This is an optimization exercise on Yosys and OpenROAD, whose aim is small area, not a production implementation. RTL that was checked went through simulation tests only; none was proved equivalent to the original. No functional check of the RTL was part of runs 6 and 7. Power is estimated from default activity; no workload was simulated.

**design.v**
```verilog
module VendingAlle (
    input wire clk,             
    input wire reset,			 
    input wire boton_moneda,
	 input wire boton_p1,		
	 input wire boton_p2,
	 input wire boton_p3,
	 input wire boton_p4,
    output reg [6:0] seg,       
    output reg [1:0] an,         
	 output reg [3:0] motor
);
reg [10:0] clk_divider;        
reg [16:0] multiplex_div;      
reg [6:0] contador;
reg [7:0] prueba;
reg [7:0] prueba1;
reg [7:0] prueba2;
reg [7:0] prueba3;
reg [7:0] prueba4;
reg [3:0] digit;
reg boton_moneda_prev;                
reg boton_prev_1; 
reg boton_prev_2; 
reg boton_prev_3; 
reg boton_prev_4;
reg [15:0] contador1;  
reg [15:0] contador2;
reg [15:0] contador3;
reg [15:0] contador4;
always @(posedge clk or posedge reset) begin
    if (reset) begin
        clk_divider <= 0;
        multiplex_div <= 0;
        contador <= 0;
        prueba <= 0;
        prueba1 <= 0;
        prueba2 <= 0;
        prueba3 <= 0;
        prueba4 <= 0;
        boton_moneda_prev <= 1'b0;  
		  boton_prev_1 <= 1'b0;  
		  boton_prev_2 <= 1'b0;  
		  boton_prev_3 <= 1'b0;  
		  boton_prev_4 <= 1'b0;  
		  motor <=0;
    end else begin
        clk_divider <= clk_divider + 1;
        multiplex_div <= multiplex_div + 1;
		  if (contador1 > 0) begin   
								contador1 <= contador1 - 1;
							end else begin
								motor[0] <= 0;    
							end
			if (contador2 > 0) begin   
								contador2 <= contador2 - 1;
							end else begin
								motor[1] <= 0;    
							end
			if (contador3 > 0) begin   
								contador3 <= contador3 - 1;
							end else begin
								motor[2] <= 0;    
							end
			if (contador4 > 0) begin   
					contador4 <= contador4 - 1;
				end else begin
					motor[3] <= 0;    
				end
        if(boton_moneda != boton_moneda_prev) begin
            if(boton_moneda && !boton_moneda_prev) begin
                prueba <= prueba + 1;
            end
            boton_moneda_prev <= boton_moneda;
        end
		   if(boton_p1 != boton_prev_1) begin
            if(boton_p1 && !boton_prev_1) begin
                prueba1 <= prueba1 + 1;
					 prueba2 <= 0;
					 prueba3 <= 0;
					 prueba4 <= 0;
            end
            boton_prev_1 <= boton_p1;
        end else if(boton_p2 != boton_prev_2) begin
            if(boton_p2 && !boton_prev_2) begin
                prueba2 <= prueba2 + 1;
					 prueba1 <= 0;
					 prueba3 <= 0;
					 prueba4 <= 0;
            end
            boton_prev_2 <= boton_p2;
        end else if(boton_p3 != boton_prev_3) begin
            if(boton_p3 && !boton_prev_3) begin
                prueba3 <= prueba3 + 1;
					 prueba1 <= 0;
					 prueba2 <= 0;
					 prueba4 <= 0;
            end
            boton_prev_3 <= boton_p3;
        end else if(boton_p4 != boton_prev_4) begin
            if(boton_p4 && !boton_prev_4) begin
                prueba4 <= prueba4 + 1;
					 prueba1 <= 0;
					 prueba2 <= 0;
					 prueba3 <= 0;
            end
            boton_prev_4 <= boton_p4;
        end
        if (clk_divider == 2000 - 1) begin
            clk_divider <= 0;
            if (prueba != 0) begin  
                prueba <= 0;
                if (boton_moneda) begin  
							if(contador !=95) begin 
                    contador <= contador + 5;
						  end
                end
            end
				if (prueba1 != 0 && motor==0) begin  
                prueba1 <= 0;
                if (boton_p1) begin  
							if(contador >= 5) begin 
                    contador <= contador - 5;
						  contador1 <=50000;
						  motor[0] <= 1;   
						  end
                end
            end else if (prueba2 != 0 && motor==0) begin  
                prueba2 <= 0;
                if (boton_p2) begin  
							if(contador >= 5) begin 
                    contador <= contador - 5;
						  contador2 <=50000;
						  motor[1] <= 1;
						  end
                end
            end else if (prueba3 != 0 && motor==0) begin  
                prueba3 <= 0;
                if (boton_p3) begin  
							if(contador >= 15) begin 
                    contador <= contador - 15;
						  contador3 <=50000;
						  motor[2] <= 1;
						  end
                end
            end else if (prueba4 != 0 && motor==0) begin  
                prueba4 <= 0;
                if (boton_p4) begin  
							if(contador >= 20) begin 
                    contador <= contador - 20;
						  contador4 <=50000;
						  motor[3] <= 1;
						  end
                end
            end
        end
        if (multiplex_div == 100000 - 1) begin   
            multiplex_div <= 0;
        end
    end
end
function [6:0] decodificar_7segmentos;
    input [3:0] digit;
    case (digit)
        4'd0: decodificar_7segmentos = 7'b0111111;
        4'd1: decodificar_7segmentos = 7'b0000110;
        4'd2: decodificar_7segmentos = 7'b1011011;
        4'd3: decodificar_7segmentos = 7'b1001111;
        4'd4: decodificar_7segmentos = 7'b1100110;
        4'd5: decodificar_7segmentos = 7'b1101101;
        4'd6: decodificar_7segmentos = 7'b1111101;
        4'd7: decodificar_7segmentos = 7'b0000111;
        4'd8: decodificar_7segmentos = 7'b1111111;
        4'd9: decodificar_7segmentos = 7'b1101111;
        default: decodificar_7segmentos = 7'b0000000;   
    endcase
endfunction
always @(posedge clk or posedge reset) begin
    if (reset) begin
        digit <= 4'd0;
        an <= 2'b00;   
        seg <= 7'b0000000;   
    end else begin
        an <= 2'b00;
        seg <= 7'b0000000;
        case (multiplex_div[16])   
            1'b0: begin
                an <= 2'b10;   
                digit <= contador / 10;
                seg <= decodificar_7segmentos(digit);   
           end
            1'b1: begin
                an <= 2'b01;   
                digit <= contador % 10;
                seg <= decodificar_7segmentos(digit);   
            end
        endcase
    end
end
endmodule
```
**run.sh**
```bash
#!/bin/bash
# synth_recipe.tcl (not shown) runs the flow's synth.tcl, then flattens the netlist and writes it again
# the make line also repeats each setting of config.mk as NAME=value (left out here)
make -C /OpenROAD-flow-scripts/flow DESIGN_CONFIG=/design/flow/config.mk WORK_HOME=/design/flow/orfs CLKGATE_MAP_FILE= SYNTH_SCRIPT=/design/flow/synth_recipe.tcl finish
```
**config.mk**
```make
export PLATFORM = sky130hd
export DESIGN_NAME = VendingAlle
export DESIGN_NICKNAME = VendingAlle
export VERILOG_FILES = /design/flow/design.v
export SDC_FILE = /design/flow/constraint.sdc
export NUM_CORES = 4
export LEC_CHECK = 0
export CAP_MARGIN = 20
export CORE_MARGIN = 2
export CORE_UTILIZATION = 40
export SLEW_MARGIN = 20
```
**constraint.sdc**
```tcl
create_clock -name core_clock -period 10.0 [get_ports {clk}]
set_input_delay 2.0000 -clock core_clock [delete_from_list [all_inputs] [get_ports {clk}]]
set_output_delay 2.0000 -clock core_clock [all_outputs]
set_load 0.01 [all_outputs]
```
==> metrics.md, run 1 <==
| Metric | Value |
|---|---|
| Status | complete, no violations |
| Routability congestion estimate | 0.923 |
| Distinct cells, synth | 75 |
| Fin util | 44.7% |
| Largest family of logic cells by synthesized area | simple AND/OR/NAND/NOR gates |
| Clk_skew | 11.8 ps |
| Final setup fails | 0 |
| Register bit total from synthesis | 161 |
| Filler Cells Inserted | 2360 |
| Critical path origin | boton_p1 |
| Clock Latency Late Sink | 430 ps |
| Root buffer cell | clkbuf_16 |
| Worst r2r src | contador[2] |
| Maximum vdd drop | 83.2 uV |
| Comb pwr share | 19.1% |
| Post-layout min period | 4310 ps |
| Share of cells above drive strength 1 | 5.80% |
| Compound-Gate Fraction of Synth Area | 13.7% |
| Die height | 161 um |
| Fmax | 232 MHz |
| Setup bufs post-CTS | 0 |
| Ys Warns | 1 |
| EDFF count, synth | 64 |
| CTS Buffer Depth | 2 |
| Synth area leaders | dfrtp_1 (25%), edfxtp_1 (20%), ha_1 (5.7%) |
| Sw power | 0.559 mW |
| Final Hold Vio Count | 0 |
| Gr ovfl total | 0 |
| Total CTS buffers | 17 |
| WL per Instance | 14.8 um |
| First-pass GRT wire length | 35900 um |
| R2r worst-path depth | 16 |
| Fraction of the mapped netlist area in adder cells | 5.74% |
| DR iter-0 viols | 507 |
| CP endpoint kind | flop |
| Initial Util | 40.5% |
| Slew Limit Headroom | 34.5% |
| Total number of vias | 7562 |
| Post-route ant nets | 0 |
| Sequential share of the synthesized area | 44.4% |
| Min Hold Slack | 462 ps |
| Fin area | 0.0108 sq mm |
| Worst slew pin tran | 975 ps |
| Area occupied by multi-input gates | 0.00509 sq mm |
| Synth Net Count | 1117 |
| Placed Area | 0.0103 sq mm |
| Initial antenna violation count | 0 |
| Post-CTS sizing | 0 |
| Period utilization | 43.1% |
| Post-synth top area cell | dfrtp_1 |
| Async set-reset flop share out of synthesis | 60.2% |
| P&R area growth vs syn | 10.2% |
| Worst Setup Start Kind | input port |
| Post-CTS Hold Fix Bufs | 0 |
| FF-to-FF setup slack | 5740 ps |
| Pin count of the biggest net entering global routing | 86 |
| Total GRT Usage | 16.9% |
| Clock network fraction of design power | 35.7% |
| Post-Syn Instances | 1065 |
| Crit Path Class | input port to flop |
| Die ar. | 0.0258 sq mm |
| P_int | 1.19 mW |
| Final net count | 1126 |
| Vias in the first global route | 7206 |
| Post-synth top flop | dfrtp_1 |
| Critical path arrival | 4660 ps |
| IO buf count | 19 |
| Switching part of the total | 31.9% |
| Via density | 5.36 |
| Ports | 20 |
| XOR/XNOR Fraction of Synth Area | 7.76% |
| Post-Synth Simple-Gate Area | 23.4% |
| Htree depth | 4 |
| Standard-cell row count | 57 |
| Detailed Routing Iterations Pass 1 | 7 |
| Post-DP HPWL | 14400 um |
| Max Cap Viol | 0 |
| Post-synth top area share | 24.8% |
| Sink Count | 161 |
| Die W | 161 um |
| Power per cell area | 162 mW/mm^2 |
| Final setup TNS | 0 ps |
| Total power | 1.75 mW |
| Slew Limit Fails | 0 |
| Clock-pin slew on the worst setup and hold paths | 70 ps |
| CTS tree | yes |
| RSZ-0062 raised after global routing | false |
| Leak Pwr | 4.28 nW |
| Mux cell area share after synthesis | 1.26% |
| Sequential share of power | 45.2% |
| Cell area after synthesis | 0.00980 sq mm |
| Hold Crit Class | flop to flop |
| Crit-path max FO | 17 |
| CP Data Required Time | 10350 ps |
| Setup crit end | prueba3[6] |
| Core area | 0.0242 sq mm |
| Diode count | 0 |
| Remaining DRCs | 0 |
| Storage cell area | 0.00435 sq mm |
| RR Endpoint | digit[2] |
| Avg Inst Size Synth | 9.20 sq um |
| Detailed-route wire length | 20800 um |
-- synth_stat cells, types with 3 or more instances --
cell type / n
dfrtp_1: 97
nand2b_1: 9
o21ai_1: 3
a21boi_0: 3
a31oi_1: 12
or3_1: 21
mux2_2: 3
nor2b_1: 14
a21oi_1: 67
o31a_1: 3
o21ai_0: 57
buf_2: 4
a211oi_1: 8
inv_1: 50
nor3b_1: 3
nand3_1: 40
nand2_1: 109
or4_1: 6
xnor2_1: 55
nor4_1: 25
a21o_1: 4
a221oi_1: 4
a41oi_1: 3
xor2_1: 30
ha_1: 45
nand3b_1: 3
buf_6: 3
mux2i_1: 9
o22ai_1: 12
o21a_1: 3
and3_1: 15
a22oi_1: 8
o32ai_1: 3
edfxtp_1: 64
nor2_1: 133
clkbuf_1: 19
and2_1: 9
buf_4: 4
nand4b_1: 3
nand4_1: 14
nor3_1: 43
-- final cells by class --
class	instances	share of cell area, %
Inverter	50	1.78
Clock inverter	15	1.14
Timing Repair Buffer	22	1.97
Clock buffer	17	3.94
Tap cell	324	3.75
Multi-Input combinational cell	822	47.1
Sequential cell	161	40.3
-- sequential cells by signal, summed over array words and instances (netlist names), 7 cells and up --
register	flops
prueba3	8
contador4	16
seg	7
contador2	16
prueba4	8
multiplex_div	17
prueba1	8
contador	7
prueba2	8
contador1	16
prueba	8
clk_divider	11
contador3	16
-- cells by family (layout without fill, tap and decap cells) --
| kind of cell | after synthesis | after routing |
|---|---|---|
| simple gates | 466 | 466 |
| compound gates | 213 | 213 |
| flops | 161 | 161 |
| xor+xnor | 86 | 86 |
| buf+inv | 82 | 104 |
| fa+ha+maj | 45 | 45 |
| mux | 12 | 12 |
-- metrics by stage --
| stage | setup slack [ps] | std cells |
|---|---|---|
| detailed placement | 5310 | 1379 |
| global route | 5360 | 1411 |
| CTS | 5740 | 1411 |
| finish | 5690 | 1411 |
| floorplan | 3760 | 1065 |
| global placement | 5360 | 1379 |
-- how the worst min path moves through the flow --
stage | start | end | slack (ps) | cells past startpoint
after detailed placement | clk_divider[0] | clk_divider[0] | 460 | 1
after global routing | clk_divider[0] | clk_divider[0] | 470 | 1
final | clk_divider[0] | clk_divider[0] | 460 | 1
after CTS | clk_divider[0] | clk_divider[0] | 460 | 1
after floorplan | multiplex_div[16] | an[0] | 350 | 0
after global placement | clk_divider[0] | clk_divider[0] | 450 | 1
-- metal layers --
metal | up-vias | routed length, um | GRT usage [%]
li1 | 3823 | - | -
met1 | 3607 | 10600 | 24.4
met2 | 116 | 9270 | 26.3
met3 | 16 | 727 | 3.31
met5 | - | 0 | 0
met4 | 0 | 245 | 4.26
-- power groups by stage --
stage / clock, mW / sequential (mW) / combinational [mW]
2_1_floorplan: 0 / 0.797 / 0.263
3_3_place_gp: 0 / 0.805 / 0.329
3_5_place_dp: 0 / 0.805 / 0.335
4_1_cts: 0.643 / 0.792 / 0.337
5_1_grt: 0.670 / 0.801 / 0.388
6_report: 0.626 / 0.793 / 0.335
-- cell usage in the layout (no fill, tap or decap), types with 30 or more instances in the layout --
| cell type | instances |
|---|---|
| nand2_1 | 109 |
| xnor2_1 | 55 |
| o21ai_0 | 57 |
| a21oi_1 | 67 |
| inv_1 | 49 |
| nor3_1 | 42 |
| ha_1 | 45 |
| dfrtp_1 | 97 |
| xor2_1 | 30 |
| nand3_1 | 40 |
| nor2_1 | 133 |
| edfxtp_1 | 64 |
-- critical path, stage by stage --
cell             delay (ps)
clkdlybuf4s50_1         560
ha_1                    690
nand2_1                 360
nor2_1                  380
nand4_1                 170
or3_1                   360
a21oi_1                 140
==> inputs of run 2 (changes only) <==
==> design.v (replaced) <==
module VendingAlle (
    input wire clk,
    input wire reset,
    input wire boton_moneda,
    input wire boton_p1,
    input wire boton_p2,
    input wire boton_p3,
    input wire boton_p4,
    output reg [6:0] seg,
    output reg [1:0] an,
    output reg [3:0] motor
);
reg [10:0] cd;
reg [5:0]  k;
reg [4:0]  credit;
reg        coin_prev, coin_pend, coin_go;
reg [3:0]  prev;
reg        sel_v;
reg [1:0]  sel;
reg [4:0]  tmr;         
reg [1:0]  midx;
reg        b16_d2;      
wire tick   = (cd == 11'd1999);
wire cd0    = (cd == 11'd0);
wire cd1    = (cd == 11'd1);
wire b16    = (k > 6'd32) | ((k == 6'd32) & cd[10] & cd[9]);
wire run    = (tmr != 5'd0);
wire coin_edge = boton_moneda & ~coin_prev;
wire [3:0] btn = {boton_p4, boton_p3, boton_p2, boton_p1};
wire [3:0] chg = btn ^ prev;
wire [3:0] first = chg & ~{chg[2:0] | {chg[1:0], 1'b0} | {chg[0], 2'b0}, 1'b0};
wire [3:0] pedge = first & btn;
wire       pe_any = |pedge;
wire [1:0] pe_idx = {pedge[3] | pedge[2], pedge[3] | pedge[1]};
wire consume = tick & sel_v & ~run;
reg  [2:0] price;
always @(*) begin
    case (sel)
        2'd0: price = 3'd1;
        2'd1: price = 3'd1;
        2'd2: price = 3'd3;
        default: price = 3'd4;
    endcase
end
wire buy = consume & btn[sel] & (credit >= {2'b00, price});
reg [2:0] mprice;
always @(*) begin
    case (midx)
        2'd0: mprice = 3'd1;
        2'd1: mprice = 3'd1;
        2'd2: mprice = 3'd3;
        default: mprice = 3'd4;
    endcase
end
wire bought = cd1 & (tmr == 5'd25);
always @(posedge clk or posedge reset) begin
    if (reset) begin
        cd <= 0;
        k <= 0;
        credit <= 0;
        coin_prev <= 0;
        coin_pend <= 0;
        coin_go <= 0;
        prev <= 0;
        sel_v <= 0;
        tmr <= 0;
        an <= 2'b00;
        b16_d2 <= 0;
    end else begin
        if (tick) begin
            cd <= 0;
            k <= (k == 6'd49) ? 6'd0 : k + 1'b1;
        end else begin
            cd <= cd + 1'b1;
        end
        an <= b16 ? 2'b01 : 2'b10;
        b16_d2 <= an[0];
        coin_prev <= boton_moneda;
        if (tick) begin
            coin_pend <= coin_pend ? 1'b0 : coin_edge;
            coin_go <= coin_pend & boton_moneda;
        end else begin
            coin_pend <= coin_pend | coin_edge;
        end
        prev <= prev ^ first;
        if (pe_any)
            sel_v <= ~(consume & (pe_idx == sel));
        else if (consume)
            sel_v <= 1'b0;
        if (buy)
            tmr <= 5'd26;
        else if (cd0 & run)
            tmr <= tmr - 1'b1;
        if (cd1) begin
            if (bought)
                credit <= credit - {2'b00, mprice};
            else if (coin_go & (credit != 5'd19))
                credit <= credit + 1'b1;
        end
    end
end
always @(posedge clk) begin
    if (pe_any) sel <= pe_idx;
    if (buy) midx <= sel;
end
function [6:0] decodificar_7segmentos;
    input [3:0] digit;
    case (digit)
        4'd0: decodificar_7segmentos = 7'b0111111;
        4'd1: decodificar_7segmentos = 7'b0000110;
        4'd2: decodificar_7segmentos = 7'b1011011;
        4'd3: decodificar_7segmentos = 7'b1001111;
        4'd4: decodificar_7segmentos = 7'b1100110;
        4'd5: decodificar_7segmentos = 7'b1101101;
        4'd6: decodificar_7segmentos = 7'b1111101;
        4'd7: decodificar_7segmentos = 7'b0000111;
        4'd8: decodificar_7segmentos = 7'b1111111;
        4'd9: decodificar_7segmentos = 7'b1101111;
        default: decodificar_7segmentos = 7'b0000000;
    endcase
endfunction
wire [3:0] digit = b16_d2 ? {1'b0, credit[0], 1'b0, credit[0]} : credit[4:1];
always @(*) begin
    seg = (an == 2'b00) ? 7'b0000000 : decodificar_7segmentos(digit);
    motor = run ? (4'b0001 << midx) : 4'b0000;
end
endmodule
==> metrics.md, run 2 <==
| Metric | Value |
|---|---|
| Total CTS buffers | 5 |
| Root buffer cell | clkbuf_8 |
| Total number of vias | 1957 |
| Crit Path Class | flop to output port |
| Hold path cells | 1 |
| DR iter-0 viols | 114 |
| Post-route ant nets | 0 |
| Setup bufs post-CTS | 0 |
| Final net count | 318 |
| Detailed-route wire length | 5120 um |
| Distinct cells, synth | 49 |
| CP Data Required Time | 8000 ps |
| Sink Count | 42 |
| Fmax | 232 MHz |
| Share of cells above drive strength 1 | 6.87% |
| Post-synth top cells | dfrtp_1 (38), nand2_1 (21), nor2_1 (21) |
| CP endpoint kind | output port |
| Avg Inst Size Synth | 9.70 sq um |
| Status | complete, no violations |
| Sequential share of the synthesized area | 41.1% |
| Commonest non-fill, non-tap cell in the layout | dfrtp_1 |
| Standard-cell row count | 29 |
| Final Hold Vio Count | 0 |
| Clock-pin slew on the worst setup and hold paths | 80 ps |
| Initial antenna violation count | 0 |
| Post-Syn Instances | 269 |
| Slew Limit Headroom | 42.6% |
| CTS tree | yes |
| Final setup fails | 0 |
| Count leader, synth | dfrtp_1 |
| Synth Net Count | 297 |
| P&R area growth vs syn | 13.7% |
| Period utilization | 43.1% |
| Crit-path max FO | 5 |
| Post-CTS Hold Fix Bufs | 0 |
| Post-synth top flop | dfrtp_1 |
| FF-to-FF setup slack | 7040 ps |
| Core area | 0.00631 sq mm |
| Slew Limit Fails | 0 |
| Via density | 5.32 |
| Most frequent cells in the layout | dfrtp_1 (38), nand2_1 (21), nor2_1 (21) |
| Critical path arrival | 2310 ps |
| Leak Pwr | 1.25 nW |
| Register bit total from synthesis | 42 |
| Die height | 84.8 um |
| Post-CTS sizing | 0 |
| Ports | 20 |
| Worst slew pin tran | 853 ps |
| Detailed Routing Iterations Pass 1 | 4 |
| Synth area leaders | dfrtp_1 (36%), ha_1 (9.6%), xnor2_1 (4.7%) |
| Clock Latency Late Sink | 300 ps |
| Max Cap Viol | 0 |
| Ys Warns | 1 |
| Routability congestion estimate | 0.802 |
| Post-DP HPWL | 3740 um |
| EDFF count, synth | 4 |
| Async set-reset flop share out of synthesis | 90.5% |
| Cell area after synthesis | 0.00261 sq mm |
| Total GRT Usage | 15.8% |
| Maximum vdd drop | 63.9 uV |
| Post-synth top area share | 36.5% |
| CTS Buffer Depth | 2 |
| RSZ-0062 raised after global routing | false |
| First-pass GRT wire length | 9160 um |
| Die ar. | 0.00718 sq mm |
| Clk_skew | 10.1 ps |
| Die W | 84.8 um |
| Post-synth top area cell | dfrtp_1 |
| Hold Crit Class | flop to flop |
| Vias in the first global route | 1935 |
| WL per Instance | 13.9 um |
| Gr ovfl total | 0 |
| Most flops, register | cd |
| Final setup TNS | 0 ps |
| Post-layout min period | 4310 ps |
| Diode count | 0 |
| Remaining DRCs | 0 |
| Power per cell area | 127 mW/mm^2 |
| R2r worst-path depth | 10 |
| Htree depth | 2 |
| Pin count of the biggest net entering global routing | 39 |
| Worst Setup Start Kind | flop |
| Largest regs | cd: 11 flops, k: 6 flops |
| Max reg flops | 11 |
| IO buf count | 19 |
| Initial Util | 41.3% |
| Fin util | 47.0% |
run 2: cell types whose count changed in the layout (fill, tap and decap cells not counted), moves of 36 or more:
| cell | previous run | this run |
|---|---|---|
| nor2_1 | 133 | 21 |
| nand2_1 | 109 | 21 |
| edfxtp_1 | 64 | 4 |
| dfrtp_1 | 97 | 38 |
| a21oi_1 | 67 | 13 |
| o21ai_0 | 57 | 8 |
| xnor2_1 | 55 | 14 |
| nor3_1 | 42 | 6 |
run 2: area by class of cell:
type	count	area, sq um
inverters	20	75.1
multi-input cells	200	1440
clock inverters	2	8.76
fillers	631	3350
flip-flops and latches	42	1070
clock buffers	6	72.6
repair buffers	21	205
well taps	77	96.3
run 2: worst paths after layout:
path / startpoint / endpoint
min in group asynchronous: reset / credit[4]
worst max register to register: cd[4] / credit[4]
worst max-delay path: credit[1] / seg[6]
worst min register to register: coin_prev / coin_pend
worst min-delay path: coin_prev / coin_pend
max in group asynchronous: reset / coin_pend
run 2: logic make-up (layout without fill, tap and decap cells):
kind of cell | after synthesis | after routing | synth area share [%]
adders and majority gates | 22 | 22 | 10.7
xor gates and xnor gates | 18 | 18 | 6.04
AOI/OAI and AO/OA | 46 | 46 | 11.4
and+or+nand+nor | 104 | 104 | 22.3
muxes | 10 | 10 | 4.56
buffers and inverters | 27 | 49 | 3.88
DFF | 42 | 42 | 41.1
run 2: power by group:
group          switching (mW)  internal, mW
Sequential             0.0124         0.189
Combinational          0.0337        0.0353
Clock                  0.0578        0.0481
run 2: metal layers:
metal / part of all wire [%] / vias to the layer above / wire length, um / GRT usage [%]
met1: 49 / 928 / 2490 / 22.0
met4: 1.8 / 0 / 90 / 6.20
met5: 0 / - / 0 / 0
met3: 3.2 / 7 / 165 / 2.75
li1: - / 993 / - / -
met2: 46 / 29 / 2370 / 24.6
run 2: worst max-delay path, stage by stage (launching register included):
cell and delay (ps):
dfrtp_1 440, inv_1 140, o21a_1 190, inv_1 80, ha_1 220, a21oi_1 150, nor2_1 50, nor3b_1 180
clkdlybuf4s50_1 560
run 2: stage by stage:
step	cells	area [sq um]	worst slack [ps]	hold WS, ps	power (mW)
finish	368	2970	5690	431	0.376
global route	368	2970	5470	439	0.403
CTS	368	2970	5680	430	0.383
detailed placement	360	2880	6020	417	0.275
global placement	360	2880	6070	418	0.273
floorplan	269	2610	6480	400	0.257
==> inputs of run 3 (changes only) <==
==> design.v (replaced) <==
module VendingAlle (
    input wire clk,
    input wire reset,
    input wire boton_moneda,
    input wire boton_p1,
    input wire boton_p2,
    input wire boton_p3,
    input wire boton_p4,
    output reg [6:0] seg,
    output reg [1:0] an,
    output reg [3:0] motor
);
reg [10:0] cd;
reg [5:0]  k;
reg [4:0]  credit;
reg        coin_prev, coin_pend, coin_go;
reg [3:0]  prev;
reg        sel_v;
reg [1:0]  sel;
reg [4:0]  tmr;         
reg [1:0]  midx;
reg        b16_d2;      
wire [11:0] cdn = cd + 1'b1;
wire tick   = cdn[11];
wire [6:0] kn = k + tick;
wire cd0    = (cd == 11'd48);
wire cd1    = (cd == 11'd49);
wire b16    = (k >= 6'd47) | ((k == 6'd46) & (cd >= 11'd1584));
wire run    = (tmr != 5'd0);
wire coin_edge = boton_moneda & ~coin_prev;
wire [3:0] btn = {boton_p4, boton_p3, boton_p2, boton_p1};
wire [3:0] chg = btn ^ prev;
wire [3:0] first = chg & ~{chg[2:0] | {chg[1:0], 1'b0} | {chg[0], 2'b0}, 1'b0};
wire [3:0] pedge = first & btn;
wire       pe_any = |pedge;
wire [1:0] pe_idx = {pedge[3] | pedge[2], pedge[3] | pedge[1]};
wire consume = tick & sel_v & ~run;
wire ge1 = |credit;
wire ge4 = credit[4] | credit[3] | credit[2];
wire ge3 = ge4 | (credit[1] & credit[0]);
wire afford = sel[1] ? (sel[0] ? ge4 : ge3) : ge1;
wire buy = consume & btn[sel] & afford;
wire bought = cd1 & (tmr == 5'd25);
wire coin_add = cd1 & coin_go & (credit != 5'd19);
wire [4:0] delta = bought ? (midx[1] ? (midx[0] ? 5'b11100 : 5'b11101) : 5'b11111)
                          : {4'b0000, coin_add};
always @(posedge clk or posedge reset) begin
    if (reset) begin
        cd <= 11'd48;
        k <= 6'd14;
        credit <= 0;
        coin_prev <= 0;
        coin_pend <= 0;
        coin_go <= 0;
        prev <= 0;
        sel_v <= 0;
        tmr <= 0;
        an <= 2'b00;
        b16_d2 <= 0;
    end else begin
        cd <= cdn[10:0] | {5'b0, tick, tick, 4'b0};
        k <= kn[5:0] | {2'b0, kn[6], kn[6], kn[6], 1'b0};
        an <= b16 ? 2'b01 : 2'b10;
        b16_d2 <= an[0];
        coin_prev <= boton_moneda;
        if (tick) begin
            coin_pend <= coin_pend ? 1'b0 : coin_edge;
            coin_go <= coin_pend & boton_moneda;
        end else begin
            coin_pend <= coin_pend | coin_edge;
        end
        prev <= prev ^ first;
        if (pe_any)
            sel_v <= ~(consume & (pe_idx == sel));
        else if (consume)
            sel_v <= 1'b0;
        if (buy)
            tmr <= 5'd26;
        else if (cd0 & run)
            tmr <= tmr - 1'b1;
        credit <= credit + delta;
    end
end
always @(posedge clk) begin
    if (pe_any) sel <= pe_idx;
    if (buy) midx <= sel;
end
wire       alive = an[1] | an[0];
wire       u = credit[0];
wire [3:0] t = credit[4:1];
wire sa = b16_d2 | t[3] | t[1] | ~(t[2] ^ t[0]);
wire sb = b16_d2 ? ~u : (~t[2] | ~(t[1] ^ t[0]));
wire sc = b16_d2 | t[2] | ~t[1] | t[0];
wire sd = b16_d2 | t[3] | (~t[2] & ~t[0]) | (t[1] & ~t[0]) | (~t[2] & t[1]) | (t[2] & ~t[1] & t[0]);
wire se = b16_d2 ? ~u : ((~t[2] & ~t[0]) | (t[1] & ~t[0]));
wire sf = b16_d2 | t[3] | (~t[1] & ~t[0]) | (t[2] & ~t[1]) | (t[2] & ~t[0]);
wire sg = b16_d2 ? u : (t[3] | (t[2] ^ t[1]) | (t[1] & ~t[0]));
always @(*) begin
    seg = {sg, sf, se, sd, sc, sb, sa} & {7{alive}};
    motor = run ? (4'b0001 << midx) : 4'b0000;
end
endmodule
--- a/config.mk
+++ b/config.mk
@@ -8,4 +8,5 @@
 export CAP_MARGIN = 20
 export CORE_MARGIN = 2
 export CORE_UTILIZATION = 40
+export CTS_BUF_LIST = sky130_fd_sc_hd__clkbuf_4
 export SLEW_MARGIN = 20
==> metrics.md, run 3 <==
| Metric | Value |
|---|---|
| Initial antenna violation count | 0 |
| Synth Net Count | 248 |
| Hold Crit Class | flop to flop |
| Via density | 5.07 |
| Sw power | 0.103 mW |
| Ports | 20 |
| IO buf count | 19 |
| Fmax | 236 MHz |
| Ys Warns | 1 |
| Final Hold Vio Count | 0 |
| Post-Synth Simple-Gate Area | 20.9% |
| Initial Util | 41.9% |
| Clock Latency Late Sink | 350 ps |
| CP endpoint kind | output port |
| Area occupied by multi-input gates | 0.00121 sq mm |
| Switching part of the total | 29.1% |
| Power per cell area | 131 mW/mm^2 |
| Period utilization | 42.3% |
| Comb pwr share | 18.7% |
| Share of cells above drive strength 1 | 11.2% |
| Final non-filler cell total | 321 |
| EDFF count, synth | 4 |
| Fin util | 48.0% |
| Remaining DRCs | 0 |
| Setup bufs post-CTS | 0 |
| Clock-pin slew on the worst setup and hold paths | 120 ps |
| Slew Limit Headroom | 66.4% |
| Htree depth | 2 |
| Distinct cells, synth | 50 |
| Most flops, register | cd |
| Routability congestion estimate | 0.789 |
| Worst Setup Start Kind | flop |
| Die height | 80.7 um |
| CTS Buffer Depth | 2 |
| Critical path arrival | 2230 ps |
| Count leader, synth | dfrtp_1 |
| Cell area after synthesis | 0.00235 sq mm |
| Slew Limit Fails | 0 |
| Total CTS buffers | 5 |
| Standard-cell row count | 27 |
| Storage cell area | 0.00108 sq mm |
| Register bit total from synthesis | 42 |
| Post-Syn Instances | 222 |
| Placed cell count | 313 |
| Post-synth top cells | dfrtp_1 (33), ha_1 (18), nor2_1 (16) |
| Worst slew pin tran | 502 ps |
| Filler Cells Inserted | 541 |
| WL per Instance | 13.2 um |
| P_int | 0.251 mW |
| Post-synth top area cell | dfrtp_1 |
| Vias in the first global route | 1558 |
| Crit Path Class | flop to output port |
| Avg Inst Size Synth | 10.6 sq um |
| Post-DP HPWL | 3090 um |
| Sink Count | 42 |
| Diode count | 0 |
| Post-CTS sizing | 0 |
| Largest family of logic cells by synthesized area | simple AND/OR/NAND/NOR gates |
| CP Data Required Time | 8000 ps |
| Final setup fails | 0 |
| Detailed-route wire length | 4240 um |
| Total GRT Usage | 14.7% |
| Compound-Gate Fraction of Synth Area | 8.19% |
| Post-layout min period | 4230 ps |
| Post-CTS Hold Fix Bufs | 0 |
| RSZ-0062 raised after global routing | false |
| DR iter-0 viols | 71 |
| Status | complete, no violations |
| Fraction of the mapped netlist area in adder cells | 10.9% |
| Die W | 80.7 um |
| Total number of vias | 1628 |
| Clock network fraction of design power | 23.7% |
| P&R area growth vs syn | 14.4% |
| Detailed Routing Iterations Pass 1 | 4 |
| Pin count of the biggest net entering global routing | 39 |
| Sequential share of the synthesized area | 45.8% |
| Leak Pwr | 1.21 nW |
| Final net count | 274 |
| Max Cap Viol | 0 |
| Final setup TNS | 0 ps |
| CTS tree | yes |
| Maximum vdd drop | 128 uV |
| Max reg flops | 11 |
| Post-synth top area share | 35.1% |
| Die ar. | 0.00651 sq mm |
| Most frequent cells in the layout | dfrtp_1 (33), clkdlybuf4s50_1 (19), ha_1 (18) |
| Mux cell area share after synthesis | 3.67% |
| Largest regs | cd: 11 flops, k: 6 flops |
| Commonest non-fill, non-tap cell in the layout | dfrtp_1 |
| Post-route ant nets | 0 |
| Clk_skew | 6.43 ps |
| Root buffer cell | clkbuf_4 |
| Post-synth top flop | dfrtp_1 |
| XOR/XNOR Fraction of Synth Area | 7.82% |
| Core area | 0.00561 sq mm |
| Gr ovfl total | 0 |
| Crit-path max FO | 7 |
| Synth area leaders | dfrtp_1 (35%), ha_1 (9.6%), dfstp_2 (5.6%) |
| First-pass GRT wire length | 7310 um |
| Sequential share of power | 57.6% |
| Async set-reset flop share out of synthesis | 90.5% |
-- run 3: cell types whose count changed after synthesis, moves of 4 or more --
cell | before | now
a21o_1 | 5 | 1
clkbuf_1 | 7 | 1
nand2b_1 | 10 | 3
nor2_1 | 21 | 16
a21oi_1 | 13 | 7
inv_1 | 20 | 15
dfrtp_1 | 38 | 33
nand2_1 | 21 | 15
dfstp_2 | 0 | 5
-- run 3: final cells by class --
| type | instances | area share [%] |
|---|---|---|
| Tap cell | 72 | 3.35 |
| Inverter | 16 | 2.28 |
| Clock inverter | 2 | 0.326 |
| Timing Repair Buffer | 20 | 7.35 |
| Sequential cell | 42 | 40.0 |
| Multi-Input combinational cell | 163 | 45.0 |
| Clock buffer | 6 | 1.67 |
-- run 3: path summary, 6_finish.rpt --
kind                             end  startpoint  slack, ps  cells after the start
max reg2reg                credit[4]   credit[2]       7430                     11
min in group asynchronous      cd[2]       reset       2060                      3
max                         motor[3]      tmr[0]       5770                      6
min                           b16_d2       an[0]        420                      0
max in group asynchronous      cd[4]       reset       7590                      3
min reg2reg                   b16_d2       an[0]        420                      0
-- run 3: logic make-up (layout without fill, tap and decap cells) --
group           Yosys count  count (layout)
compound gates           29              29
xor+xnor                 21              21
fa+ha+maj                20              20
buf+inv                  17              44
flops                    42              42
mux                       8               8
simple gates             85              85
-- run 3: critical path, stage by stage, from the launching register on --
cell,delay [ps]
dfrtp_1,410
inv_1,100
ha_1,170
or3b_4,420
nor2_8,140
and3b_1,180
clkdlybuf4s50_1,470
-- run 3: power groups by stage --
stage | registers (mW) | clock network (mW) | logic [mW]
6_report | 0.204 | 0.0838 | 0.0661
5_1_grt | 0.206 | 0.0964 | 0.0732
4_1_cts | 0.203 | 0.0894 | 0.0664
3_5_place_dp | 0.207 | 0 | 0.0658
3_3_place_gp | 0.207 | 0 | 0.0665
2_1_floorplan | 0.203 | 0 | 0.0543
-- run 3: routing by layer --
metal	part of all wire, %	global-route usage (%)	up-vias
met5	0	0	-
li1	-	-	840
met4	0.68	4.58	0
met3	3.0	4.27	2
met1	53	20.5	768
met2	43	22.0	18
-- run 3: metrics by stage --
step                worst slack [ps]  power, mW  hold WS (ps)  area, sq um
CTS                             5750      0.359           427         2690
floorplan                       6670      0.258           410         2350
global placement                6190      0.273           399         2640
global route                    5650      0.375           449         2690
detailed placement              6160      0.273           395         2640
finish                          5770      0.353           422         2690
==> inputs of run 4 (changes only) <==
--- a/config.mk
+++ b/config.mk
@@ -8,5 +8,4 @@
 export CAP_MARGIN = 20
 export CORE_MARGIN = 2
 export CORE_UTILIZATION = 40
-export CTS_BUF_LIST = sky130_fd_sc_hd__clkbuf_4
 export SLEW_MARGIN = 20
==> metrics.md, run 4 <==
| Metric | Value |
|---|---|
| Power per cell area | 140 mW/mm^2 |
| EDFF count, synth | 4 |
| P&R area growth vs syn | 16.0% |
| Final setup fails | 0 |
| Leak Pwr | 1.22 nW |
| Avg Inst Size Synth | 10.6 sq um |
| Total GRT Usage | 14.7% |
| Post-CTS Hold Fix Bufs | 0 |
| Final setup TNS | 0 ps |
| CP Data Required Time | 8000 ps |
| Fin util | 48.6% |
| Clock Latency Late Sink | 290 ps |
| Final non-filler cell total | 321 |
| Largest regs | cd: 11 flops, k: 6 flops |
| Commonest non-fill, non-tap cell in the layout | dfrtp_1 |
| Worst Setup Start Kind | flop |
| Diode count | 0 |
| Post-synth top area share | 35.1% |
| Post-CTS sizing | 0 |
| Total number of vias | 1623 |
| CP max-delay cell | clkdlybuf4s50_1 |
| Share of cells above drive strength 1 | 11.2% |
| Most frequent cells in the layout | dfrtp_1 (33), clkdlybuf4s50_1 (19), ha_1 (18) |
| CP cell instances | inv_1, ha_1, or3b_4, nor2_8, and3b_1, clkdlybuf4s50_1 |
| Status | complete, no violations |
| Maximum vdd drop | 114 uV |
| Sequential share of the synthesized area | 45.8% |
| WL per Instance | 13.2 um |
| CP top delay family | simple AND/OR/NAND/NOR gates |
| Detailed Routing Iterations Pass 1 | 4 |
| DR iter-0 viols | 60 |
| Placed cell count | 313 |
| Slowest Stage Delay on Critical Path | 470 ps |
| Initial Util | 41.9% |
| Synth area leaders | dfrtp_1 (35%), ha_1 (9.6%), dfstp_2 (5.6%) |
| Remaining DRCs | 0 |
| Max reg flops | 11 |
| Cell area after synthesis | 0.00235 sq mm |
| Storage cell area | 0.00108 sq mm |
| Standard-cell row count | 27 |
| CP endpoint kind | output port |
| Total CTS buffers | 5 |
| Setup bufs post-CTS | 0 |
| Via density | 5.06 |
| Pin count of the biggest net entering global routing | 39 |
| Sink Count | 42 |
| Core area | 0.00561 sq mm |
| Gr ovfl total | 0 |
| Crit-path max FO | 7 |
| Post-synth top flop | dfrtp_1 |
| Fin area | 0.00273 sq mm |
| Post-synth top cells | dfrtp_1 (33), ha_1 (18), nor2_1 (16) |
| IO buf count | 19 |
| Crit Path Class | flop to output port |
| Hold Crit Class | flop to flop |
| Htree depth | 2 |
| Async set-reset flop share out of synthesis | 90.5% |
| Synth Net Count | 248 |
| Register bit total from synthesis | 42 |
| Routability congestion estimate | 0.789 |
| Fmax | 240 MHz |
| Post-Syn Instances | 222 |
| Clock-pin slew on the worst setup and hold paths | 80 ps |
| Final Hold Vio Count | 0 |
| CTS Buffer Depth | 2 |
| Most flops, register | cd |
| CTS tree | yes |
| Max Cap Viol | 0 |
| Buf/Inv on CP | 2 |
| Ports | 20 |
| Final net count | 274 |
| Die W | 80.7 um |
| Slack of the critical path | 5840 ps |
| RSZ-0062 raised after global routing | false |
| Detailed-route wire length | 4240 um |
| Distinct cells, synth | 50 |
| Die ar. | 0.00651 sq mm |
| Die height | 80.7 um |
| Clk_skew | 1.64 ps |
| Worst slew pin tran | 500 ps |
| Slew Limit Fails | 0 |
| Post-layout min period | 4160 ps |
| Ys Warns | 1 |
| Area occupied by multi-input gates | 0.00121 sq mm |
| Critical path arrival | 2160 ps |
| Post-Place Worst Slack | 6160 ps |
| Min Hold Slack | 415 ps |
| Post-synth top area cell | dfrtp_1 |
| Vias in the first global route | 1560 |
| First-pass GRT wire length | 7310 um |
| Count leader, synth | dfrtp_1 |
| Initial antenna violation count | 0 |
| Post-route ant nets | 0 |
| Post-DP HPWL | 3090 um |
| Filler Cells Inserted | 538 |
| Period utilization | 41.6% |
| Slew Limit Headroom | 66.5% |
| Root buffer cell | clkbuf_8 |
| Total power | 0.383 mW |
| Placed Area | 0.00264 sq mm |
run 4: final timing paths:
path	from	end	slack, ps	depth (start not counted)
worst max-delay path	tmr[0]	motor[3]	5840	6
worst min-delay path	an[0]	b16_d2	420	0
worst max register to register	credit[2]	credit[4]	7440	11
worst min register to register	an[0]	b16_d2	420	0
max in group asynchronous	reset	k[1]	7520	3
min in group asynchronous	reset	cd[2]	2130	3
run 4: per-layer routing:
layer / up-vias / GRT usage, % / wire, um / share of wire [%]
li1: 839 / - / - / -
met1: 763 / 20.7 / 2260 / 53
met2: 19 / 21.9 / 1800 / 42
met3: 2 / 4.27 / 149 / 3.5
met4: 0 / 4.07 / 27 / 0.64
met5: - / 0 / 0 / 0
run 4: final cells by class:
cell class	instances	share of cell area [%]
Clock buffer	7	3.17
Clock inverter	1	0.183
Inverter	16	2.25
Multi-Input combinational cell	163	44.4
Sequential cell	42	39.5
Tap cell	72	3.30
Timing Repair Buffer	20	7.25
run 4: worst reg2reg max path, stage by stage (launching register included):
cell	delay, ps
dfrtp_1	480
inv_1	190
ha_1	190
nand4_1	100
a31oi_1	180
nor2_1	60
ha_1	220
fa_1	460
o21ai_0	190
nand2b_1	70
mux2i_1	170
xor2_1	180
run 4: power by group:
group / switching, mW / internal (mW) / total, mW
logic: 0.0337 / 0.0323 / 0.0660
registers: 0.0144 / 0.189 / 0.203
clock network: 0.0581 / 0.0558 / 0.114
run 4: kinds of logic (layout without fill, tap and decap cells):
group                      after synthesis  count (layout)  synth area share (%)
AOI/OAI and AO/OA                       29              29                  8.19
xor gates and xnor gates                21              21                  7.82
adders and majority gates               20              20                  10.9
buffers and inverters                   17              44                  2.77
DFF                                     42              42                  45.8
muxes                                    8               8                  3.67
and+or+nand+nor                         85              85                  20.9
==> inputs of run 5 (changes only) <==
==> flow/run.sh (new file) <==
#!/bin/bash
# Own layout flow: the standard flow (standard.sh) with two changes:
#  - synthesis maps the logic with an area-oriented ABC script (flow/abc_area.script)
#    instead of ORFS's speed script; registers are mapped exactly as in the standard synthesis;
#  - port buffers use the smallest buffer cell.
set -euo pipefail
W=$(pwd)
{
  echo 'proc abc {args} {'
  echo '  set i [lsearch $args -script]'
  echo "  if {\$i >= 0} { lset args [expr {\$i+1}] $W/flow/abc_area.script }"
  echo '  yosys abc {*}$args'
  echo '}'
  cat "$W/synth_recipe.tcl"
} > "$W/own_synth.tcl"
bash "$W/standard.sh" "SYNTH_SCRIPT=$W/own_synth.tcl" \
  "BUFFER_PORTS_ARGS=-buffer_cell sky130_fd_sc_hd__buf_1" finish > "$W/flow.log" 2>&1
==> flow/abc_area.script (new file) <==
strash
&get -n
&st
&dch -f
&nf -a -R 1000
&put
topo
==> standard.sh (new file) <==
#!/bin/bash
# synth_recipe.tcl (not shown) runs the flow's synth.tcl, then flattens the netlist and writes it again
# the make line also repeats each setting of config.mk as NAME=value (left out here)
make -C /OpenROAD-flow-scripts/flow DESIGN_CONFIG=/design/flow/config.mk WORK_HOME=/design/flow/orfs CLKGATE_MAP_FILE= SYNTH_SCRIPT=/design/flow/synth_recipe.tcl "${@:-finish}"
removed: run.sh
==> metrics.md, run 5 <==
| Metric | Value |
|---|---|
| Status | complete, no violations |
| Detailed-route wire length | 4160 um |
| Die ar. | 0.00610 sq mm |
| R2r worst-path depth | 8 |
| Storage cell area | 0.00108 sq mm |
| Max reg flops | 11 |
| Async set-reset flop share out of synthesis | 90.5% |
| RSZ-0062 raised after global routing | false |
| CP Data Required Time | 8000 ps |
| Final setup fails | 0 |
| Slew Limit Headroom | 64.3% |
| Diode count | 0 |
| Sequential share of the synthesized area | 49.0% |
| Pin count of the biggest net entering global routing | 39 |
| Slowest Stage Delay on Critical Path | 470 ps |
| Ports | 20 |
| Max Cap Viol | 0 |
| P&R area growth vs syn | 12.5% |
| CP max-delay cell | dfrtp_1 |
| Standard-cell row count | 26 |
| Maximum vdd drop | 126 uV |
| Distinct cells, synth | 36 |
| CP endpoint kind | output port |
| Grt peak-use layer | met2 |
| Fin util | 47.5% |
| Worst slew pin tran | 529 ps |
| Remaining DRCs | 0 |
| Share of cells above drive strength 1 | 6.28% |
| Post-synth top cells | dfrtp_1 (33), nand2_1 (24), ha_1 (18) |
| Total CTS buffers | 5 |
| First-pass GRT wire length | 7410 um |
| Avg Inst Size Synth | 10.4 sq um |
| Post-CTS sizing | 0 |
| Hold Path End | b16_d2 |
| Most frequent cells in the layout | dfrtp_1 (33), nand2_1 (24), buf_1 (19) |
| Crit Path Class | flop to output port |
| Final Hold Vio Count | 0 |
| Critical path arrival | 2010 ps |
| CP cell instances | clkinv_1, ha_1, a2111oi_0, a21oi_1, buf_1 |
| Gr ovfl total | 0 |
| HP Start | an[0] |
| Post-CTS Hold Fix Bufs | 0 |
| Post-Place Worst Slack | 6370 ps |
| Setup bufs post-CTS | 0 |
| GRT met3 Usage | 2.76% |
| Final net count | 264 |
| Core area | 0.00520 sq mm |
| Filler Cells Inserted | 512 |
| Routability congestion estimate | 0.865 |
| Hold path cells | 0 |
| IO buf count | 19 |
| Met1 Use GR | 20.5% |
| Final non-filler cell total | 309 |
| Power per cell area | 155 mW/mm^2 |
| Leak Pwr | 1.08 nW |
| RR Endpoint | credit[4] |
| Worst r2r src | cd[5] |
| DR iter-0 viols | 55 |
| Synth area leaders | dfrtp_1 (38%), ha_1 (10%), dfstp_2 (6.0%) |
| Post-DP HPWL | 3060 um |
| Post-layout min period | 4010 ps |
| Post-synth top area cell | dfrtp_1 |
| Sink Count | 42 |
| Total number of vias | 1581 |
| Root buffer cell | clkbuf_8 |
| Vias in the first global route | 1628 |
| Most flops, register | cd |
| FF-to-FF setup slack | 7410 ps |
| Count leader, synth | dfrtp_1 |
| Synth Net Count | 237 |
| GRT met2 Usage | 24.8% |
| Total GRT Usage | 15.3% |
| Clock-pin slew on the worst setup and hold paths | 80 ps |
| Detailed Routing Iterations Pass 1 | 4 |
| Placed cell count | 301 |
| Initial antenna violation count | 0 |
| Die height | 78.1 um |
| Clk_skew | 7.08 ps |
| Final setup TNS | 0 ps |
| Via density | 5.12 |
| Slew Limit Fails | 0 |
| Ys Warns | 1 |
| Initial Util | 42.2% |
| Period utilization | 40.1% |
| Die W | 78.1 um |
| Hold Crit Class | flop to flop |
| WL per Instance | 13.5 um |
| Cell area after synthesis | 0.00220 sq mm |
| Fmax | 250 MHz |
| Htree depth | 2 |
| Post-synth top area share | 37.6% |
| Largest regs | cd: 11 flops, k: 6 flops |
| Commonest non-fill, non-tap cell in the layout | dfrtp_1 |
| Area occupied by multi-input gates | 0.00106 sq mm |
| Worst Setup Start Kind | flop |
| EDFF count, synth | 4 |
| Clock Latency Late Sink | 300 ps |
| Crit-path max FO | 7 |
| Post-route ant nets | 0 |
| Register bit total from synthesis | 42 |
| CTS tree | yes |
| Post-synth top flop | dfrtp_1 |
| Post-Syn Instances | 211 |
| CTS Buffer Depth | 2 |
| Slack of the critical path | 5990 ps |
==> run 5: changes by cell type after synthesis, sizes merged, moves of 5 or more <==
cell / before / now
nand2: 15 / 24
nand3: 14 / 9
xor2: 6 / 14
clkinv: 1 / 17
mux2: 5 / 0
inv: 15 / 0
==> run 5: cell families after synthesis <==
| group | synth area share, % |
|---|---|
| flip-flops | 49.0 |
| multiplexers | 1.02 |
| buffers and inverters | 2.90 |
| XOR/XNOR | 10.4 |
| AO/OA/AOI/OAI | 8.26 |
| adder cells (fa/ha/maj) | 11.2 |
| AND/OR/NAND/NOR | 17.3 |
==> run 5: metrics by stage <==
stage / power, mW / area (sq um) / hold WS, ps
after floorplan: 0.241 / 2200 / 435
after global placement: 0.252 / 2360 / 429
after detailed placement: 0.254 / 2360 / 422
after CTS: 0.389 / 2470 / 441
after global routing: 0.402 / 2470 / 464
final: 0.383 / 2470 / 457
==> run 5: area by class of cell <==
type	instances	area share, %
Sequential cell	42	43.6
Multi-Input combinational cell	152	42.7
Tap cell	70	3.54
Timing Repair Buffer	20	3.19
Clock buffer	5	2.78
Inverter	17	2.58
Clock inverter	3	1.62
==> run 5: how the worst max path moves through the flow <==
stage / startpoint / end / slack [ps] / cells past startpoint
2_1_floorplan: boton_p1 / sel_v / 6600 / 8
3_3_place_gp: credit[1] / seg[3] / 6340 / 5
3_5_place_dp: tmr[0] / motor[3] / 6370 / 7
4_1_cts: credit[1] / seg[3] / 6010 / 5
5_1_grt: credit[2] / seg[3] / 5860 / 5
6_report: credit[1] / seg[3] / 5990 / 5
==> run 5: critical path: cells and delay by family (launching register included) <==
| kind | cells | cell delay (ps) |
|---|---|---|
| buf+inv | 2 | 400 |
| compound gates | 2 | 540 |
| flops | 1 | 470 |
| fa+ha+maj | 1 | 300 |
==> run 5: routing by layer <==
layer / routed length (um) / share of wire [%]
met3: 123 / 3.0
met4: 70 / 1.7
met1: 2030 / 49
met5: 0 / 0
met2: 1940 / 47
==> run 5: where the power goes <==
group	internal (mW)	leakage [nW]	total, mW	switching [mW]
Combinational	0.0220	0.523	0.0483	0.0263
Sequential	0.189	0.502	0.201	0.0124
Clock	0.0735	0.0579	0.133	0.0598
==> inputs of run 6 (changes only) <==
--- a/design.v
+++ b/design.v
@@ -20,12 +20,13 @@
 reg [4:0]  tmr;         
 reg [1:0]  midx;
 reg        b16_d2;      
-wire [11:0] cdn = cd + 1'b1;
-wire tick   = cdn[11];
+wire z49    = ~|cd[9:4];
+wire tick   = z49 & ~cd[3] & ~cd[2] & ~cd[1] & ~cd[0];             
+wire cd0    = z49 & ~cd[10] & ~cd[3] & ~cd[1] & ~cd[0];            
+wire cd1    = z49 & ~cd[10] & ~cd[2] & ~cd[1] & cd[0];             
+wire cd1536 = (cd == 11'b10010010001);                             
 wire [6:0] kn = k + tick;
-wire cd0    = (cd == 11'd48);
-wire cd1    = (cd == 11'd49);
-wire b16    = (k >= 6'd47) | ((k == 6'd46) & (cd >= 11'd1584));
+wire b16    = (k > 6'd46) | ((k == 6'd46) & (an[0] | cd1536));
 wire run    = (tmr != 5'd0);
 wire coin_edge = boton_moneda & ~coin_prev;
 wire [3:0] btn = {boton_p4, boton_p3, boton_p2, boton_p1};
@@ -46,7 +47,7 @@
                           : {4'b0000, coin_add};
 always @(posedge clk or posedge reset) begin
     if (reset) begin
-        cd <= 11'd48;
+        cd <= 11'b00000000100;
         k <= 6'd14;
         credit <= 0;
         coin_prev <= 0;
@@ -58,7 +59,7 @@
         an <= 2'b00;
         b16_d2 <= 0;
     end else begin
-        cd <= cdn[10:0] | {5'b0, tick, tick, 4'b0};
+        cd <= {cd[9:0], ~(cd[10] ^ cd[8])} | {8'b0, tick, 2'b0};
         k <= kn[5:0] | {2'b0, kn[6], kn[6], kn[6], 1'b0};
         an <= b16 ? 2'b01 : 2'b10;
         b16_d2 <= an[0];
==> flow/run.sh (replaced) <==
#!/bin/bash
# Own layout flow: the standard flow (standard.sh) with these changes:
#  - synthesis maps the logic with an area-oriented ABC script (flow/abc_area.script)
#    instead of ORFS's speed script; registers are mapped exactly as in the standard synthesis;
#  - port buffers use the smallest buffer cell;
#  - clock tree synthesis options (CTS_ARGS below).
# Each tool's output goes to flow.log in the work folder (ORFS's own logs stay under orfs/logs).
set -euo pipefail
W=$(pwd)
{
  echo 'proc abc {args} {'
  echo '  set i [lsearch $args -script]'
  echo "  if {\$i >= 0} { lset args [expr {\$i+1}] $W/flow/abc_area.script }"
  echo '  yosys abc {*}$args'
  echo '}'
  cat "$W/synth_recipe.tcl"
} > "$W/own_synth.tcl"
bash "$W/standard.sh" "SYNTH_SCRIPT=$W/own_synth.tcl" \
  "BUFFER_PORTS_ARGS=-buffer_cell sky130_fd_sc_hd__buf_1" \
  "CTS_ARGS=-sink_clustering_enable -repair_clock_nets -dont_use_dummy_load -buf_list sky130_fd_sc_hd__clkbuf_4" finish > "$W/flow.log" 2>&1
==> metrics.md, run 6 <==
| Metric | Value |
|---|---|
| FF-to-FF setup slack | 7040 ps |
| CP endpoint kind | output port |
| Hold Crit Class | flop to flop |
| Async set-reset flop share out of synthesis | 90.5% |
| Standard-cell row count | 25 |
| Placed Area | 0.00219 sq mm |
| Ys Warns | 1 |
| Placed cell count | 269 |
| Count leader, synth | dfrtp_1 |
| Maximum vdd drop | 78.5 uV |
| WL per Instance | 12.5 um |
| Distinct cells, synth | 40 |
| Post-Syn Instances | 182 |
| Total GRT Usage | 14.0% |
| Avg Inst Size Synth | 11.1 sq um |
| Post-CTS Hold Fix Bufs | 0 |
| Leak Pwr | 0.877 nW |
| Hold path cells | 0 |
| Htree depth | 2 |
| CP Data Required Time | 8000 ps |
| EDFF count, synth | 4 |
| Crit-path max FO | 9 |
| Fin area | 0.00223 sq mm |
| Detailed Routing Iterations Pass 1 | 4 |
| Initial antenna violation count | 0 |
| R2r worst-path depth | 9 |
| Worst Setup Start Kind | flop |
| Most flops, register | cd |
| Detailed-route wire length | 3410 um |
| Largest regs | cd: 11 flops, k: 6 flops |
| Die height | 75.2 um |
| Slew Limit Headroom | 59.6% |
| IO buf count | 19 |
| Ports | 20 |
| Post-CTS sizing | 0 |
| CTS Buffer Depth | 2 |
| Share of cells above drive strength 1 | 5.31% |
| Clock-pin slew on the worst setup and hold paths | 110 ps |
| Post-DP HPWL | 2520 um |
| Die ar. | 0.00565 sq mm |
| Remaining DRCs | 0 |
| Total number of vias | 1368 |
| RSZ-0062 raised after global routing | false |
| Diode count | 0 |
| First-pass GRT wire length | 5730 um |
| Final non-filler cell total | 274 |
| Clock Latency Late Sink | 350 ps |
| Clk_skew | 27.8 ps |
| Synth Net Count | 205 |
| Slew Limit Fails | 0 |
| Vias in the first global route | 1206 |
| Initial Util | 42.1% |
| CTS tree | yes |
| Final net count | 232 |
| Setup bufs post-CTS | 0 |
| DR iter-0 viols | 33 |
| Routability congestion estimate | 0.745 |
| Post-Place Worst Slack | 6290 ps |
| Synth area leaders | dfrtp_1 (42%), ha_1 (9.3%), edfxtp_1 (5.9%) |
| Core area | 0.00482 sq mm |
| Total CTS buffers | 5 |
| Hold Path End | cd[10] |
| Post-layout min period | 4010 ps |
| Final setup fails | 0 |
| Die W | 75.2 um |
| Post-synth top area cell | dfrtp_1 |
| Worst r2r src | cd[7] |
| Slack of the critical path | 5990 ps |
| Post-synth top area share | 42.0% |
| Final Hold Vio Count | 0 |
| Pin count of the biggest net entering global routing | 39 |
| Post-synth top cells | dfrtp_1 (34), clkinv_1 (15), ha_1 (15) |
| Critical path arrival | 2010 ps |
| Max reg flops | 11 |
| Sink Count | 42 |
| P&R area growth vs syn | 9.88% |
| Fmax | 249 MHz |
| Final setup TNS | 0 ps |
| Sequential share of the synthesized area | 53.1% |
| Total power | 0.325 mW |
| Worst slew pin tran | 601 ps |
| Post-synth top flop | dfrtp_1 |
| Root buffer cell | clkbuf_4 |
| Register bit total from synthesis | 42 |
| Status | complete, no violations |
| Post-route ant nets | 0 |
| Max Cap Viol | 0 |
| Cell area after synthesis | 0.00203 sq mm |
| RR Endpoint | credit[3] |
| Gr ovfl total | 0 |
| Via density | 4.99 |
| Crit Path Class | flop to output port |
| Commonest non-fill, non-tap cell in the layout | dfrtp_1 |
| HP Start | cd[9] |
| Most frequent cells in the layout | dfrtp_1 (34), buf_1 (19), clkinv_1 (15), ha_1 (15), nand2_1 (13) |
| Period utilization | 40.1% |
| Power per cell area | 146 mW/mm^2 |
[run 6: cell count changes after synthesis, moves of 3 or more]
| cell | before | now |
|---|---|---|
| xor2_1 | 14 | 4 |
| ha_1 | 18 | 15 |
| nand3_1 | 9 | 5 |
| nor2_1 | 16 | 12 |
| nand3b_1 | 3 | 0 |
| nand2_1 | 24 | 13 |
[run 6: worst max path at each step]
stage	startpoint	to	slack, ps	cells after the start
2_1_floorplan	boton_p1	sel[0]	6550	6
3_3_place_gp	boton_p1	sel[0]	6340	7
3_5_place_dp	boton_p1	sel[1]	6290	7
4_1_cts	credit[1]	seg[3]	5970	5
5_1_grt	credit[2]	seg[3]	5820	5
6_report	credit[2]	seg[3]	5990	5
[run 6: final cells by class]
type                       instances  area [sq um]
fill                             490          2590
inverter                          15          56.3
tap                               67          83.8
sequential                        42          1080
multi-input combinational        125           893
clock buffer                       5          37.5
timing repair buffer              20          78.8
[run 6: power breakdown]
| part | internal [mW] | leakage (nW) | total [mW] | switching, mW |
|---|---|---|---|---|
| logic | 0.0234 | 0.374 | 0.0503 | 0.0270 |
| registers | 0.189 | 0.480 | 0.202 | 0.0133 |
| clock network | 0.0235 | 0.0230 | 0.0722 | 0.0487 |
| total | 0.236 | 0.877 | 0.325 | 0.0889 |
[run 6: cell families after synthesis]
kind of cell,synth area share [%]
buffers and inverters,2.78
xor gates and xnor gates,6.92
AOI/OAI and AO/OA,10.6
DFF,53.1
muxes,1.11
and+or+nand+nor,15.2
adders and majority gates,10.3
[run 6: worst max-delay path, stage by stage, from the launching register on]
cell	delay, ps
dfrtp_1	530
clkinv_1	200
ha_1	250
a2111oi_0	420
a21oi_1	120
buf_1	140
[run 6: layer usage]
| metal | track usage [%] | wire length, um |
|---|---|---|
| met1 | 19.4 | 1680 |
| met2 | 19.8 | 1530 |
| met3 | 4.82 | 134 |
| met4 | 6.43 | 72 |
| met5 | 0 | 0 |
[run 6: metrics by stage]
step                      util (%)  hold WS (ps)
after floorplan                  -           354
after global placement        45.4           362
after detailed placement      45.4           373
after CTS                     46.2           402
after global routing          46.2           415
final                         46.2           396
==> inputs of run 7 (changes only) <==
--- a/flow/run.sh
+++ b/flow/run.sh
@@ -17,4 +17,4 @@
 } > "$W/own_synth.tcl"
 bash "$W/standard.sh" "SYNTH_SCRIPT=$W/own_synth.tcl" \
   "BUFFER_PORTS_ARGS=-buffer_cell sky130_fd_sc_hd__buf_1" \
-  "CTS_ARGS=-sink_clustering_enable -repair_clock_nets -dont_use_dummy_load -buf_list sky130_fd_sc_hd__clkbuf_4" finish > "$W/flow.log" 2>&1
+  "CTS_ARGS=-sink_clustering_enable -repair_clock_nets -dont_use_dummy_load -buf_list sky130_fd_sc_hd__clkbuf_8 -sink_clustering_size 50 -sink_clustering_max_diameter 500" finish > "$W/flow.log" 2>&1
==> metrics.md, run 7 <==
| Metric | Value |
|---|---|
| Status | complete, no violations |
| Slew Limit Headroom | 59.8% |
| Ys Warns | 1 |
| Leak Pwr | 0.890 nW |
| Sink Count | 42 |
| Critical path origin | credit[2] |
| Ports | 20 |
| Remaining DRCs | 0 |
| Hold path cells | 0 |
| Root buffer cell | clkbuf_8 |
| WL per Instance | 12.5 um |
| Post-synth top flop | dfrtp_1 |
| Standard-cell row count | 25 |
| Post-synth top area cell | dfrtp_1 |
| Met1 Use GR | 19.2% |
| Period utilization | 39.5% |
| Core area | 0.00482 sq mm |
| Post-layout min period | 3950 ps |
| GRT met2 Usage | 20.1% |
| CP max-delay cell | dfrtp_1 |
| Clock-pin slew on the worst setup and hold paths | 70 ps |
| FF-to-FF setup slack | 7070 ps |
| CTS Buffer Depth | 2 |
| CP top delay family | compound AO/OA/AOI/OAI gates |
| CP Data Required Time | 8000 ps |
| Diode count | 0 |
| GRT met3 Usage | 4.42% |
| Total number of vias | 1364 |
| Slowest Stage Delay on Critical Path | 520 ps |
| Cell area after synthesis | 0.00203 sq mm |
| Critical path arrival | 1950 ps |
| Most flops, register | cd |
| IO buf count | 19 |
| Commonest non-fill, non-tap cell in the layout | dfrtp_1 |
| Worst Setup Start Kind | flop |
| HP Start | cd[9] |
| Crit-path max FO | 9 |
| Post-Syn Instances | 182 |
| Synth Net Count | 205 |
| Die W | 75.2 um |
| Setup bufs post-CTS | 0 |
| Detailed-route wire length | 3430 um |
| Largest regs | cd: 11 flops, k: 6 flops |
| Worst r2r src | cd[7] |
| Grt peak-use layer | met2 |
| Most frequent cells in the layout | dfrtp_1 (34), buf_1 (19), clkinv_1 (15), ha_1 (15), nand2_1 (13) |
| Post-synth top cells | dfrtp_1 (34), clkinv_1 (15), ha_1 (15) |
| Sequential share of the synthesized area | 53.1% |
| Initial antenna violation count | 0 |
| Avg Inst Size Synth | 11.1 sq um |
| RR Endpoint | credit[3] |
| Die ar. | 0.00565 sq mm |
| Post-route ant nets | 0 |
| Post-CTS Hold Fix Bufs | 0 |
| Gr ovfl total | 0 |
| Total GRT Usage | 13.8% |
| Post-synth top area share | 42.0% |
| P&R area growth vs syn | 11.4% |
| Worst slew pin tran | 598 ps |
| Clock Latency Late Sink | 290 ps |
| Buf/Inv on CP | 2 |
| Total power | 0.349 mW |
| EDFF count, synth | 4 |
| Clk_skew | 15.4 ps |
| RSZ-0062 raised after global routing | false |
| Max reg flops | 11 |
| Count leader, synth | dfrtp_1 |
| Crit Path Class | flop to output port |
| Distinct cells, synth | 40 |
| Final net count | 232 |
| Maximum vdd drop | 82.2 uV |
| Final setup fails | 0 |
| Hold Crit Class | flop to flop |
| Post-DP HPWL | 2520 um |
| Async set-reset flop share out of synthesis | 90.5% |
| DR iter-0 viols | 42 |
| CP endpoint kind | output port |
| Pin count of the biggest net entering global routing | 39 |
| First-pass GRT wire length | 5730 um |
| Register bit total from synthesis | 42 |
| Via density | 4.98 |
| Post-CTS sizing | 0 |
| Final Hold Vio Count | 0 |
| Synth area leaders | dfrtp_1 (42%), ha_1 (9.3%), edfxtp_1 (5.9%) |
| Routability congestion estimate | 0.745 |
| R2r worst-path depth | 9 |
| CTS tree | yes |
| Total CTS buffers | 5 |
| Max Cap Viol | 0 |
| Fmax | 253 MHz |
| Die height | 75.2 um |
| Power per cell area | 155 mW/mm^2 |
| Detailed Routing Iterations Pass 1 | 4 |
| Final setup TNS | 0 ps |
| Slew Limit Fails | 0 |
| Htree depth | 2 |
| Hold Path End | cd[10] |
| CP cell instances | clkinv_1, ha_1, a2111oi_0, a21oi_1, buf_1 |
| Vias in the first global route | 1206 |
| Initial Util | 42.1% |
| Share of cells above drive strength 1 | 5.31% |
-- run 7: per-layer routing --
metal | wire (um) | part of all wire (%)
met3 | 130 | 3.8
met5 | 0 | 0
met2 | 1530 | 45
met4 | 63 | 1.8
met1 | 1700 | 50
-- run 7: final cells by class --
cell class | instances | area [sq um]
Timing Repair Buffer | 20 | 78.8
Multi-Input combinational cell | 125 | 893
Fill cell | 483 | 2560
Tap cell | 67 | 83.8
Sequential cell | 42 | 1080
Clock buffer | 5 | 68.8
Inverter | 15 | 56.3
-- run 7: report_power, final --
| part | switching (mW) | internal, mW | leakage (nW) |
|---|---|---|---|
| registers | 0.0132 | 0.189 | 0.480 |
| clock network | 0.0515 | 0.0450 | 0.0359 |
| logic | 0.0271 | 0.0234 | 0.374 |
| total | 0.0918 | 0.258 | 0.890 |
-- run 7: worst max-delay path by stage --
stage	to	cells past startpoint
floorplan	sel[0]	6
global placement	sel[0]	7
detailed placement	sel[1]	7
CTS	seg[3]	5
global route	motor[3]	7
finish	seg[3]	5
-- run 7: kinds of logic (layout without fill, tap and decap cells) --
family | Yosys count | in the layout | synth area share (%)
AND/OR/NAND/NOR | 59 | 59 | 15.2
flip-flops | 42 | 42 | 53.1
AO/OA/AOI/OAI | 33 | 33 | 10.6
adder cells (fa/ha/maj) | 16 | 16 | 10.3
XOR/XNOR | 16 | 16 | 6.92
buffers and inverters | 15 | 40 | 2.78
multiplexers | 1 | 1 | 1.11
-- run 7: worst register-to-register path, stage by stage (launching register included) --
cell,delay (ps)
dfrtp_1,400
nor4_1,270
nand2_1,120
or4_1,510
nor2b_1,430
nor2b_1,290
ha_1,270
a221o_1,330
o21ai_0,100
xnor2_1,140
-- run 7: through the flow --
stage	util (%)	hold slack, ps	worst slack [ps]	cells	cell area, sq um
CTS	46.9	392	6040	274	2260
global route	46.9	405	5900	274	2260
floorplan	-	354	6550	182	2030
finish	46.9	387	6050	274	2260
global placement	45.4	362	6340	269	2190
detailed placement	45.4	373	6290	269	2190

-- port drivers added, routing unchanged --
The results above use ideal ports. As a check the final layouts listed here were re-extracted and re-timed, cells and wires unchanged.
Step 1, drivers: a clkbuf_16 drives clk and a buf_2 each remaining input, both assumed.
Step 2 adds t to the input delays and takes it off the output delays; t is the mean of the earliest and latest rising clock arrival at the registers after step 1. Input paths then give back, and output paths get back, about the clock's delay inside the block.
a / b / c = ideal / step 1 / step 2; a / b = the first two.
run | t, ns | setup WS [ns] | worst setup path after step 2 | slew at the worst register clock pin (ns) | worst slew at a driven data input, ns
run 1 | 0.473 | 5.689 / 5.716 / 5.243 | input to register | 0.07 / 0.07 | 0.03
run 2 | 0.319 | 5.694 / 5.666 / 5.985 | register to output | 0.08 / 0.08 | 0.03
run 3 | 0.367 | 5.769 / 5.744 / 6.111 | register to output | 0.12 / 0.12 | 0.03
run 4 | 0.316 | 5.841 / 5.814 / 6.129 | register to output | 0.08 / 0.08 | 0.03
run 5 | 0.321 | 5.993 / 5.966 / 6.287 | register to output | 0.08 / 0.08 | 0.03
run 6 | 0.366 | 5.987 / 5.962 / 6.296 | input to register | 0.12 / 0.12 | 0.03
run 7 | 0.310 | 6.047 / 6.022 / 6.292 | input to register | 0.08 / 0.08 | 0.03
After both steps every run listed still meets setup and hold. For run 1, which loses most, drivers alone change the setup slack by +0.027 ns; drivers and shift together by -0.446 ns.
